Context: an optimization exercise on an open-source flow, tuned for small area, a short achievable clock period and few clock cycles per item. The choices shown serve that exercise and are no tape-out recipe.
RTL that was checked went through simulation tests only; none was proved equivalent to the original.
Power is estimated from default activity; no workload was simulated.

==> 11-05: inputs <==
==> flow/design.v <==
module register_file(clk, rst, ra1, ra2, wa, wd, rd1, rd2, r4);
    input clk, rst;
    input [4:0] ra1, ra2;
    input [4:0] wa;                
    input [7:0] wd;
    output [7:0] rd1, rd2;
    output [7:0] r4;
    reg [7:0] regs [1:31];
    wire [7:0] wd_m = rst ? 8'd0 : wd;
    genvar i;
    generate
        for (i = 1; i < 32; i = i + 1) begin : g_reg
            always @(posedge clk)
                if (rst || wa == i)
                    regs[i] <= wd_m;
        end
    endgenerate
    assign rd1 = (ra1 == 5'd0) ? 8'd0 : regs[ra1];
    assign rd2 = (ra2 == 5'd0) ? 8'd0 : regs[ra2];
    assign r4 = regs[4];
endmodule
module processor(clk, rst, max_pc, imem_addr, imem_data, dmem_addr, dmem_data, done, out);
    input clk, rst;
    input [7:0] max_pc;
    output [7:0] imem_addr;
    input [31:0] imem_data;
    output [3:0] dmem_addr;
    input [7:0] dmem_data;
    output reg done;
    output [7:0] out;
    reg       e_valid;           
    reg       e_beq, e_bne;      
    reg       e_eql, e_eqh;      
    reg [7:0] e_tgt;             
    reg [7:0] e_seq;             
    reg [7:0] e_a, e_b;          
    reg [4:0] e_wa;              
    reg       e_jal, e_slt, e_lw;
    reg [7:0] mp;                
    wire       e_eq  = e_eql & e_eqh;
    wire       taken = (e_beq & e_eq) | (e_bne & ~e_eq);
    wire [7:0] npc   = taken ? e_tgt : e_seq;
    wire [7:0] sum   = e_a + e_b;
    wire       lt    = $signed(e_a) < $signed(e_b);
    wire [7:0] wd    = e_lw  ? dmem_data :
                       e_jal ? e_tgt :
                       e_slt ? {7'd0, lt} : sum;
    wire       finish = e_valid & (npc >= mp);
    assign imem_addr = npc;
    assign dmem_addr = sum[3:0];
    wire [4:0] f_rs = imem_data[25:21];
    wire [4:0] f_rt = imem_data[20:16];
    wire [7:0] rd1, rd2;
    register_file REGFILE(.clk(clk), .rst(rst), .ra1(f_rs), .ra2(f_rt),
                          .wa(e_wa), .wd(wd), .rd1(rd1), .rd2(rd2), .r4(out));
    wire [7:0] f_a = (f_rs != 5'd0 && f_rs == e_wa) ? wd : rd1;
    wire [7:0] f_b = (f_rt != 5'd0 && f_rt == e_wa) ? wd : rd2;
    wire [5:0] f_op = imem_data[31:26];
    wire [5:0] f_fn = imem_data[5:0];
    wire [7:0] f_imm = imem_data[7:0];
    wire f_rtype = (f_op == 6'b000000);
    wire f_slt   = f_rtype && f_fn == 6'b101010;
    wire f_addu  = f_rtype && f_fn == 6'b100001;
    wire f_jr    = f_rtype && f_fn == 6'b001000;
    wire f_jal   = (f_op == 6'b000011);
    wire f_addiu = (f_op == 6'b001001);
    wire f_beq   = (f_op == 6'b000100);
    wire f_bne   = (f_op == 6'b000101);
    wire f_lw    = (f_op == 6'b100011);
    wire [4:0] f_wa = (f_slt | f_addu)  ? imem_data[15:11] :
                      (f_addiu | f_lw)  ? f_rt :
                      f_jal             ? 5'd31 : 5'd0;
    wire [7:0] f_seq = f_jal ? f_imm : f_jr ? f_a : npc + 8'd1;
    wire go = ~rst & ~done & ~finish;
    always @(posedge clk) begin
        mp     <= max_pc;
        e_tgt  <= npc + (f_jal ? 8'd4 : f_imm);
        e_a    <= f_a;
        e_b    <= (f_addiu | f_lw) ? f_imm : f_b;
        e_slt  <= f_slt;
        e_lw   <= f_lw;
        e_jal  <= f_jal;
        e_eql  <= (f_a[3:0] == f_b[3:0]);
        e_eqh  <= (f_a[7:4] == f_b[7:4]);
        if (rst) begin
            e_valid <= 1'b0;
            e_wa    <= 5'd0;
            e_beq   <= 1'b0;
            e_bne   <= 1'b0;
            e_seq   <= 8'd0;
            done    <= 1'b0;
        end else begin
            e_valid <= go;
            e_wa    <= go ? f_wa : 5'd0;
            e_beq   <= f_beq;
            e_bne   <= f_bne;
            e_seq   <= f_seq;
            if (finish) done <= 1'b1;
        end
    end
endmodule
==> flow/run.sh <==
#!/bin/bash
# synth_recipe.tcl (not shown) runs the flow's synth.tcl, then flattens the netlist and writes it again
# the make line also repeats each setting of config.mk as NAME=value (left out here)
make -C /OpenROAD-flow-scripts/flow DESIGN_CONFIG=/design/flow/config.mk WORK_HOME=/design/flow/orfs CLKGATE_MAP_FILE= SYNTH_SCRIPT=/design/flow/synth_recipe.tcl finish
==> flow/config.mk <==
export PLATFORM = sky130hd
export DESIGN_NAME = processor
export DESIGN_NICKNAME = processor
export VERILOG_FILES = /design/flow/design.v
export SDC_FILE = /design/flow/constraint.sdc
export NUM_CORES = 4
export LEC_CHECK = 0
export ABC_AREA = 1
export CAP_MARGIN = 20
export CORE_MARGIN = 2
export CORE_UTILIZATION = 40
export PLACE_DENSITY = 0.6
export SETUP_SLACK_MARGIN = 2.5
export SLEW_MARGIN = 20
==> flow/constraint.sdc <==
create_clock -name core_clock -period 6.0 [get_ports {clk}]
set_input_delay 1.2000 -clock core_clock [delete_from_list [all_inputs] [get_ports {clk}]]
set_output_delay 1.2000 -clock core_clock [all_outputs]
set_load 0.01 [all_outputs]
==> inputs of 11-22, as changes to 11-05 <==
==> flow/design.v, changed modules only <==
module rf_read_port(ra, we, wa, wd, rall, rd);
    input [4:0] ra;
    input we;
    input [4:0] wa;
    input [7:0] wd;
    input [255:0] rall;
    output [7:0] rd;
    wire byp, nbyp;
    wire [3:0] nlo;
    wire [7:0] nhi;
    rf_bypass BYP(.ra(ra), .we(we), .wa(wa), .byp(byp), .nbyp(nbyp));
    rf_predecode PDEC(.ra(ra), .nlo(nlo), .nhi(nhi));
    wire [31:0] s;
    assign s[0] = 1'b0;
    genvar i, b;
    generate
        for (i = 1; i < 32; i = i + 1) begin : g_sel
            rf_nor2 SEL(.a(nlo[i % 4]), .b(nhi[i / 4]), .y(s[i]));
        end
        for (b = 0; b < 8; b = b + 1) begin : g_bit
            wire [10:0] g;
            wire [2:0] p;
            wire t, nwd;
            for (i = 0; i < 10; i = i + 1) begin : g_aoi
                rf_a222oi AOI(.a1(s[3*i+1]), .a2(rall[8*(3*i+1)+b]),
                              .b1(s[3*i+2]), .b2(rall[8*(3*i+2)+b]),
                              .c1(s[3*i+3]), .c2(rall[8*(3*i+3)+b]), .y(g[i]));
            end
            rf_nand2 AOI1(.a(s[31]), .b(rall[8*31+b]), .y(g[10]));
            rf_nand4 N0(.a(g[0]), .b(g[1]), .c(g[2]), .d(g[3]), .y(p[0]));
            rf_nand4 N1(.a(g[4]), .b(g[5]), .c(g[6]), .d(g[7]), .y(p[1]));
            rf_nand3 N2(.a(g[8]), .b(g[9]), .c(g[10]), .y(p[2]));
            rf_nor3 T(.a(p[0]), .b(p[1]), .c(p[2]), .y(t));
            rf_inv IW(.a(wd[b]), .y(nwd));
            rf_o22ai O(.a1(t), .a2(byp), .b1(nbyp), .b2(nwd), .y(rd[b]));
        end
    endgenerate
endmodule
module rf_bypass(ra, we, wa, byp, nbyp);
    input [4:0] ra, wa;
    input we;
    output byp, nbyp;
    assign byp = we & (ra == wa);
    assign nbyp = ~byp;
endmodule
module rf_predecode(ra, nlo, nhi);
    input [4:0] ra;
    output [3:0] nlo;
    output [7:0] nhi;
    genvar j;
    generate
        for (j = 0; j < 4; j = j + 1) begin : g_lo
            assign nlo[j] = ~(ra[1:0] == j);
        end
        for (j = 0; j < 8; j = j + 1) begin : g_hi
            assign nhi[j] = ~(ra[4:2] == j);
        end
    endgenerate
endmodule
module rf_nor3(a, b, c, y);
    input a, b, c;
    output y;
    assign y = ~(a | b | c);
endmodule
module rf_a222oi(a1, a2, b1, b2, c1, c2, y);
    input a1, a2, b1, b2, c1, c2;
    output y;
    assign y = ~((a1 & a2) | (b1 & b2) | (c1 & c2));
endmodule
module rf_o22ai(a1, a2, b1, b2, y);
    input a1, a2, b1, b2;
    output y;
    assign y = ~((a1 | a2) & (b1 | b2));
endmodule
module rf_nor2(a, b, y);
    input a, b;
    output y;
    assign y = ~(a | b);
endmodule
module rf_nand2(a, b, y);
    input a, b;
    output y;
    assign y = ~(a & b);
endmodule
module rf_inv(a, y);
    input a;
    output y;
    assign y = ~a;
endmodule
module rf_nand4(a, b, c, d, y);
    input a, b, c, d;
    output y;
    assign y = ~(a & b & c & d);
endmodule
module rf_nand3(a, b, c, y);
    input a, b, c;
    output y;
    assign y = ~(a & b & c);
endmodule
module processor(clk, rst, max_pc, imem_addr, imem_data, dmem_addr, dmem_data, done, out);
    input clk, rst;
    input [7:0] max_pc;
    output [7:0] imem_addr;
    input [31:0] imem_data;
    output [3:0] dmem_addr;
    input [7:0] dmem_data;
    output reg done;
    output [7:0] out;
    reg       e_valid;           
    reg       e_beq, e_bne;      
    reg       e_eql, e_eqh;      
    reg [7:0] e_tgt;             
    reg [7:0] e_seq;             
    reg [7:0] e_a, e_b;          
    reg [4:0] e_wa;              
    reg       e_jal, e_slt, e_lw;
    wire       e_eq  = e_eql & e_eqh;
    wire       taken = (e_beq & e_eq) | (e_bne & ~e_eq);
    wire [7:0] npc   = taken ? e_tgt : e_seq;
    wire [7:0] sum   = e_a + e_b;
    wire       lt    = $signed(e_a) < $signed(e_b);
    wire [7:0] wd    = e_lw  ? dmem_data :
                       e_jal ? e_tgt :
                       e_slt ? {7'd0, lt} : sum;
    wire       finish = e_valid & (npc >= max_pc);
    assign imem_addr = npc;
    assign dmem_addr = sum[3:0];
    reg [7:0] rf [1:31];
    wire [255:0] rall;
    wire [7:0] wd_m = rst ? 8'd0 : wd;
    assign rall[7:0] = 8'd0;
    genvar i;
    generate
        for (i = 1; i < 32; i = i + 1) begin : g_rf
            always @(posedge clk)
                if (rst || e_wa == i)
                    rf[i] <= wd_m;
            assign rall[8 * i +: 8] = rf[i];
        end
    endgenerate
    assign out = rf[4];
    wire [4:0] f_rs = imem_data[25:21];
    wire [4:0] f_rt = imem_data[20:16];
    wire       e_we = (e_wa != 5'd0);
    wire [7:0] f_a, f_b;     
    rf_read_port RPA(.ra(f_rs), .we(e_we), .wa(e_wa), .wd(wd), .rall(rall), .rd(f_a));
    rf_read_port RPB(.ra(f_rt), .we(e_we), .wa(e_wa), .wd(wd), .rall(rall), .rd(f_b));
    wire [5:0] f_op = imem_data[31:26];
    wire [5:0] f_fn = imem_data[5:0];
    wire [7:0] f_imm = imem_data[7:0];
    wire f_rtype = (f_op == 6'b000000);
    wire f_slt   = f_rtype && f_fn == 6'b101010;
    wire f_addu  = f_rtype && f_fn == 6'b100001;
    wire f_jr    = f_rtype && f_fn == 6'b001000;
    wire f_jal   = (f_op == 6'b000011);
    wire f_addiu = (f_op == 6'b001001);
    wire f_beq   = (f_op == 6'b000100);
    wire f_bne   = (f_op == 6'b000101);
    wire f_lw    = (f_op == 6'b100011);
    wire [4:0] f_wa = (f_slt | f_addu)  ? imem_data[15:11] :
                      (f_addiu | f_lw)  ? f_rt :
                      f_jal             ? 5'd31 : 5'd0;
    wire [7:0] f_seq = f_jal ? f_imm : f_jr ? f_a : npc + 8'd1;
    wire go = ~rst & ~done & ~finish;
    always @(posedge clk) begin
        e_tgt  <= npc + (f_jal ? 8'd4 : f_imm);
        e_a    <= f_a;
        e_b    <= (f_addiu | f_lw) ? f_imm : f_b;
        e_slt  <= f_slt;
        e_lw   <= f_lw;
        e_jal  <= f_jal;
        e_eql  <= (f_a[3:0] == f_b[3:0]);
        e_eqh  <= (f_a[7:4] == f_b[7:4]);
        if (rst) begin
            e_valid <= 1'b0;
            e_wa    <= 5'd0;
            e_beq   <= 1'b0;
            e_bne   <= 1'b0;
            e_seq   <= 8'd0;
            done    <= 1'b0;
        end else begin
            e_valid <= go;
            e_wa    <= go ? f_wa : 5'd0;
            e_beq   <= f_beq;
            e_bne   <= f_bne;
            e_seq   <= f_seq;
            if (finish) done <= 1'b1;
        end
    end
endmodule
// module register_file removed
==> flow/flow/run.sh (new file) <==
#!/bin/bash
# The standard layout, with strong buffers on the ports (in place of the
# delay cells buffer_ports picks by default) and cell sizing in repair not
# held to the original cell's footprint.
set -euo pipefail
export BUFFER_PORTS_ARGS="-buffer_cell sky130_fd_sc_hd__buf_4"
bash standard.sh MATCH_CELL_FOOTPRINT=0 RECOVER_POWER=100 finish > standard.log 2>&1
==> flow/standard.sh (new file) <==
#!/bin/bash
# synth_recipe.tcl (not shown) runs the flow's synth.tcl, then flattens the netlist and writes it again
# the make line also repeats each setting of config.mk as NAME=value (left out here)
make -C /OpenROAD-flow-scripts/flow DESIGN_CONFIG=/design/flow/config.mk WORK_HOME=/design/flow/orfs CLKGATE_MAP_FILE= SYNTH_SCRIPT=/design/flow/synth_recipe.tcl "${@:-finish}"
--- a/flow/config.mk
+++ b/flow/config.mk
@@ -5,10 +5,11 @@
 export SDC_FILE = /design/flow/constraint.sdc
 export NUM_CORES = 4
 export LEC_CHECK = 0
-export ABC_AREA = 1
 export CAP_MARGIN = 20
 export CORE_MARGIN = 2
 export CORE_UTILIZATION = 40
 export PLACE_DENSITY = 0.6
-export SETUP_SLACK_MARGIN = 2.5
+export SETUP_SLACK_MARGIN = 3.2
 export SLEW_MARGIN = 20
+export SYNTH_HIERARCHICAL = 1
+export SYNTH_MINIMUM_KEEP_SIZE = 0
removed: flow/run.sh
==> inputs of 07-12, as changes to 11-05 <==
==> flow/design.v, changed modules only <==
module rf_read_port(ra, we, wa, wd, rall, rd);
    input [4:0] ra;
    input we;
    input [4:0] wa;
    input [7:0] wd;
    input [255:0] rall;
    output [7:0] rd;
    wire byp, nbyp;
    wire [3:0] nlo;
    wire [7:0] nhi;
    rf_bypass BYP(.ra(ra), .we(we), .wa(wa), .byp(byp), .nbyp(nbyp));
    rf_predecode PDEC(.ra(ra), .nlo(nlo), .nhi(nhi));
    wire [31:0] s;
    assign s[0] = 1'b0;
    genvar i, b;
    generate
        for (i = 1; i < 32; i = i + 1) begin : g_sel
            rf_nor2 SEL(.a(nlo[i % 4]), .b(nhi[i / 4]), .y(s[i]));
        end
        for (b = 0; b < 8; b = b + 1) begin : g_bit
            wire [10:0] g;
            wire [2:0] p;
            wire t, nwd;
            for (i = 0; i < 10; i = i + 1) begin : g_aoi
                rf_a222oi AOI(.a1(s[3*i+1]), .a2(rall[8*(3*i+1)+b]),
                              .b1(s[3*i+2]), .b2(rall[8*(3*i+2)+b]),
                              .c1(s[3*i+3]), .c2(rall[8*(3*i+3)+b]), .y(g[i]));
            end
            rf_nand2 AOI1(.a(s[31]), .b(rall[8*31+b]), .y(g[10]));
            rf_nand4 N0(.a(g[0]), .b(g[1]), .c(g[2]), .d(g[3]), .y(p[0]));
            rf_nand4 N1(.a(g[4]), .b(g[5]), .c(g[6]), .d(g[7]), .y(p[1]));
            rf_nand3 N2(.a(g[8]), .b(g[9]), .c(g[10]), .y(p[2]));
            rf_nor3 T(.a(p[0]), .b(p[1]), .c(p[2]), .y(t));
            rf_inv IW(.a(wd[b]), .y(nwd));
            rf_o22ai O(.a1(t), .a2(byp), .b1(nbyp), .b2(nwd), .y(rd[b]));
        end
    endgenerate
endmodule
module rf_bypass(ra, we, wa, byp, nbyp);
    input [4:0] ra, wa;
    input we;
    output byp, nbyp;
    assign byp = we & (ra == wa);
    assign nbyp = ~byp;
endmodule
module rf_predecode(ra, nlo, nhi);
    input [4:0] ra;
    output [3:0] nlo;
    output [7:0] nhi;
    genvar j;
    generate
        for (j = 0; j < 4; j = j + 1) begin : g_lo
            assign nlo[j] = ~(ra[1:0] == j);
        end
        for (j = 0; j < 8; j = j + 1) begin : g_hi
            assign nhi[j] = ~(ra[4:2] == j);
        end
    endgenerate
endmodule
module rf_nor3(a, b, c, y);
    input a, b, c;
    output y;
    assign y = ~(a | b | c);
endmodule
module rf_a222oi(a1, a2, b1, b2, c1, c2, y);
    input a1, a2, b1, b2, c1, c2;
    output y;
    assign y = ~((a1 & a2) | (b1 & b2) | (c1 & c2));
endmodule
module rf_o22ai(a1, a2, b1, b2, y);
    input a1, a2, b1, b2;
    output y;
    assign y = ~((a1 | a2) & (b1 | b2));
endmodule
module rf_nor2(a, b, y);
    input a, b;
    output y;
    assign y = ~(a | b);
endmodule
module rf_nand2(a, b, y);
    input a, b;
    output y;
    assign y = ~(a & b);
endmodule
module rf_inv(a, y);
    input a;
    output y;
    assign y = ~a;
endmodule
module rf_nand4(a, b, c, d, y);
    input a, b, c, d;
    output y;
    assign y = ~(a & b & c & d);
endmodule
module rf_nand3(a, b, c, y);
    input a, b, c;
    output y;
    assign y = ~(a & b & c);
endmodule
module processor(clk, rst, max_pc, imem_addr, imem_data, dmem_addr, dmem_data, done, out);
    input clk, rst;
    input [7:0] max_pc;
    output [7:0] imem_addr;
    input [31:0] imem_data;
    output [3:0] dmem_addr;
    input [7:0] dmem_data;
    output reg done;
    output [7:0] out;
    reg       e_valid;           
    reg       e_beq, e_bne;      
    reg       e_eql, e_eqh;      
    reg [7:0] e_tgt;             
    reg [7:0] e_seq;             
    reg [7:0] e_a, e_b;          
    reg [4:0] e_wa;              
    reg       e_jal, e_slt, e_lw;
    wire       e_eq  = e_eql & e_eqh;
    wire       taken = (e_beq & e_eq) | (e_bne & ~e_eq);
    wire [7:0] npc   = taken ? e_tgt : e_seq;
    wire [7:0] sum   = e_a + e_b;
    wire       lt    = $signed(e_a) < $signed(e_b);
    wire [7:0] wd    = e_lw  ? dmem_data :
                       e_jal ? e_tgt :
                       e_slt ? {7'd0, lt} : sum;
    wire       finish = e_valid & (npc >= max_pc);
    assign imem_addr = npc;
    assign dmem_addr = sum[3:0];
    reg [7:0] rf [1:31];
    wire [255:0] rall;
    wire [7:0] wd_m = rst ? 8'd0 : wd;
    assign rall[7:0] = 8'd0;
    genvar i;
    generate
        for (i = 1; i < 32; i = i + 1) begin : g_rf
            always @(posedge clk)
                if (rst || e_wa == i)
                    rf[i] <= wd_m;
            assign rall[8 * i +: 8] = rf[i];
        end
    endgenerate
    assign out = rf[4];
    wire [4:0] f_rs = imem_data[25:21];
    wire [4:0] f_rt = imem_data[20:16];
    wire       e_we = (e_wa != 5'd0);
    wire [7:0] f_a, f_b;     
    rf_read_port RPA(.ra(f_rs), .we(e_we), .wa(e_wa), .wd(wd), .rall(rall), .rd(f_a));
    rf_read_port RPB(.ra(f_rt), .we(e_we), .wa(e_wa), .wd(wd), .rall(rall), .rd(f_b));
    wire [5:0] f_op = imem_data[31:26];
    wire [5:0] f_fn = imem_data[5:0];
    wire [7:0] f_imm = imem_data[7:0];
    wire f_rtype = (f_op == 6'b000000);
    wire f_slt   = f_rtype && f_fn == 6'b101010;
    wire f_addu  = f_rtype && f_fn == 6'b100001;
    wire f_jr    = f_rtype && f_fn == 6'b001000;
    wire f_jal   = (f_op == 6'b000011);
    wire f_addiu = (f_op == 6'b001001);
    wire f_beq   = (f_op == 6'b000100);
    wire f_bne   = (f_op == 6'b000101);
    wire f_lw    = (f_op == 6'b100011);
    wire [4:0] f_wa = (f_slt | f_addu)  ? imem_data[15:11] :
                      (f_addiu | f_lw)  ? f_rt :
                      f_jal             ? 5'd31 : 5'd0;
    wire [7:0] f_seq = f_jal ? f_imm : f_jr ? f_a : npc + 8'd1;
    wire go = ~rst & ~done & ~finish;
    always @(posedge clk) begin
        e_tgt  <= npc + (f_jal ? 8'd4 : f_imm);
        e_a    <= f_a;
        e_b    <= (f_addiu | f_lw) ? f_imm : f_b;
        e_slt  <= f_slt;
        e_lw   <= f_lw;
        e_jal  <= f_jal;
        e_eql  <= (f_a[3:0] == f_b[3:0]);
        e_eqh  <= (f_a[7:4] == f_b[7:4]);
        if (rst) begin
            e_valid <= 1'b0;
            e_wa    <= 5'd0;
            e_beq   <= 1'b0;
            e_bne   <= 1'b0;
            e_seq   <= 8'd0;
            done    <= 1'b0;
        end else begin
            e_valid <= go;
            e_wa    <= go ? f_wa : 5'd0;
            e_beq   <= f_beq;
            e_bne   <= f_bne;
            e_seq   <= f_seq;
            if (finish) done <= 1'b1;
        end
    end
endmodule
// module register_file removed
==> flow/flow/run.sh (new file) <==
#!/bin/bash
# The standard layout, with strong buffers on the ports (in place of the
# delay cells buffer_ports picks by default) and cell sizing in repair not
# held to the original cell's footprint.
set -euo pipefail
export BUFFER_PORTS_ARGS="-buffer_cell sky130_fd_sc_hd__buf_4"
bash standard.sh MATCH_CELL_FOOTPRINT=0 finish > standard.log 2>&1
==> flow/standard.sh (new file) <==
#!/bin/bash
# synth_recipe.tcl (not shown) runs the flow's synth.tcl, then flattens the netlist and writes it again
# the make line also repeats each setting of config.mk as NAME=value (left out here)
make -C /OpenROAD-flow-scripts/flow DESIGN_CONFIG=/design/flow/config.mk WORK_HOME=/design/flow/orfs CLKGATE_MAP_FILE= SYNTH_SCRIPT=/design/flow/synth_recipe.tcl "${@:-finish}"
--- a/flow/config.mk
+++ b/flow/config.mk
@@ -5,10 +5,11 @@
 export SDC_FILE = /design/flow/constraint.sdc
 export NUM_CORES = 4
 export LEC_CHECK = 0
-export ABC_AREA = 1
 export CAP_MARGIN = 20
 export CORE_MARGIN = 2
 export CORE_UTILIZATION = 40
 export PLACE_DENSITY = 0.6
-export SETUP_SLACK_MARGIN = 2.5
+export SETUP_SLACK_MARGIN = 2.9
 export SLEW_MARGIN = 20
+export SYNTH_HIERARCHICAL = 1
+export SYNTH_MINIMUM_KEEP_SIZE = 0
removed: flow/run.sh
==> comparison <==
07-12 finished clean. 11-05 completed with no timing, DRC or antenna violations. 11-22 finished but failed the layout checks on max-capacitance violations, max-slew violations.
Against 07-12, the global-route usage of 11-22 is higher by 0.64 points.
Routed wire length: 11-22 is higher than 07-12 (3.1%).
First-iteration DRC count, highest first: 11-05, 07-12, 11-22.
Cell count, highest first: 11-05, 11-22, 07-12.
Cell area: 07-12 < 11-22 < 11-05.
Clock power: 07-12 is larger than 11-22 (about 7%).
Testbench counts of 11-22, summed over its fixed seeds: cycles 16,064, instructions 15,104.
Testbench counts of 07-12, summed over its fixed seeds: cycles 16,064, instructions 15,104.
Function not checked in 11-05: the RTL went through the layout flow alone.

-- what the ideal ports hide --
The results above use ideal ports. As a check the final layouts listed here were re-extracted and re-timed, cells and wires unchanged. Step 1: set_driving_cell puts a clkbuf_16 on clk and a buf_2 on each other input, an assumption about the parent block. Step 2 adds t to the input delays and takes it off the output delays; t is the mean of the earliest and latest rising clock arrival at the registers after step 1. Input paths then give back, and output paths get back, about the clock's delay inside the block. Three values: ideal ports, drivers, drivers and shift; two values: the first two.
| run | t (ns) | setup WS [ns] | worst setup path at the end | worst data-port slew with drivers (ns) | cell pins on the clock port's net |
|---|---|---|---|---|---|
| 11-05 | 0.617 | 2.449 / 2.480 / 1.864 | input to register | 0.05 | 1 |
| 11-22 | 0.629 | 1.882 / 1.887 / 1.258 | input to register | 0.15 | 1 |
| 07-12 | 0.556 | 2.835 / 2.865 / 2.309 | input to register | 0.07 | 1 |
The setup slack of 11-22, which loses most, moves by +0.005 ns with the drivers and by -0.624 ns with both steps.
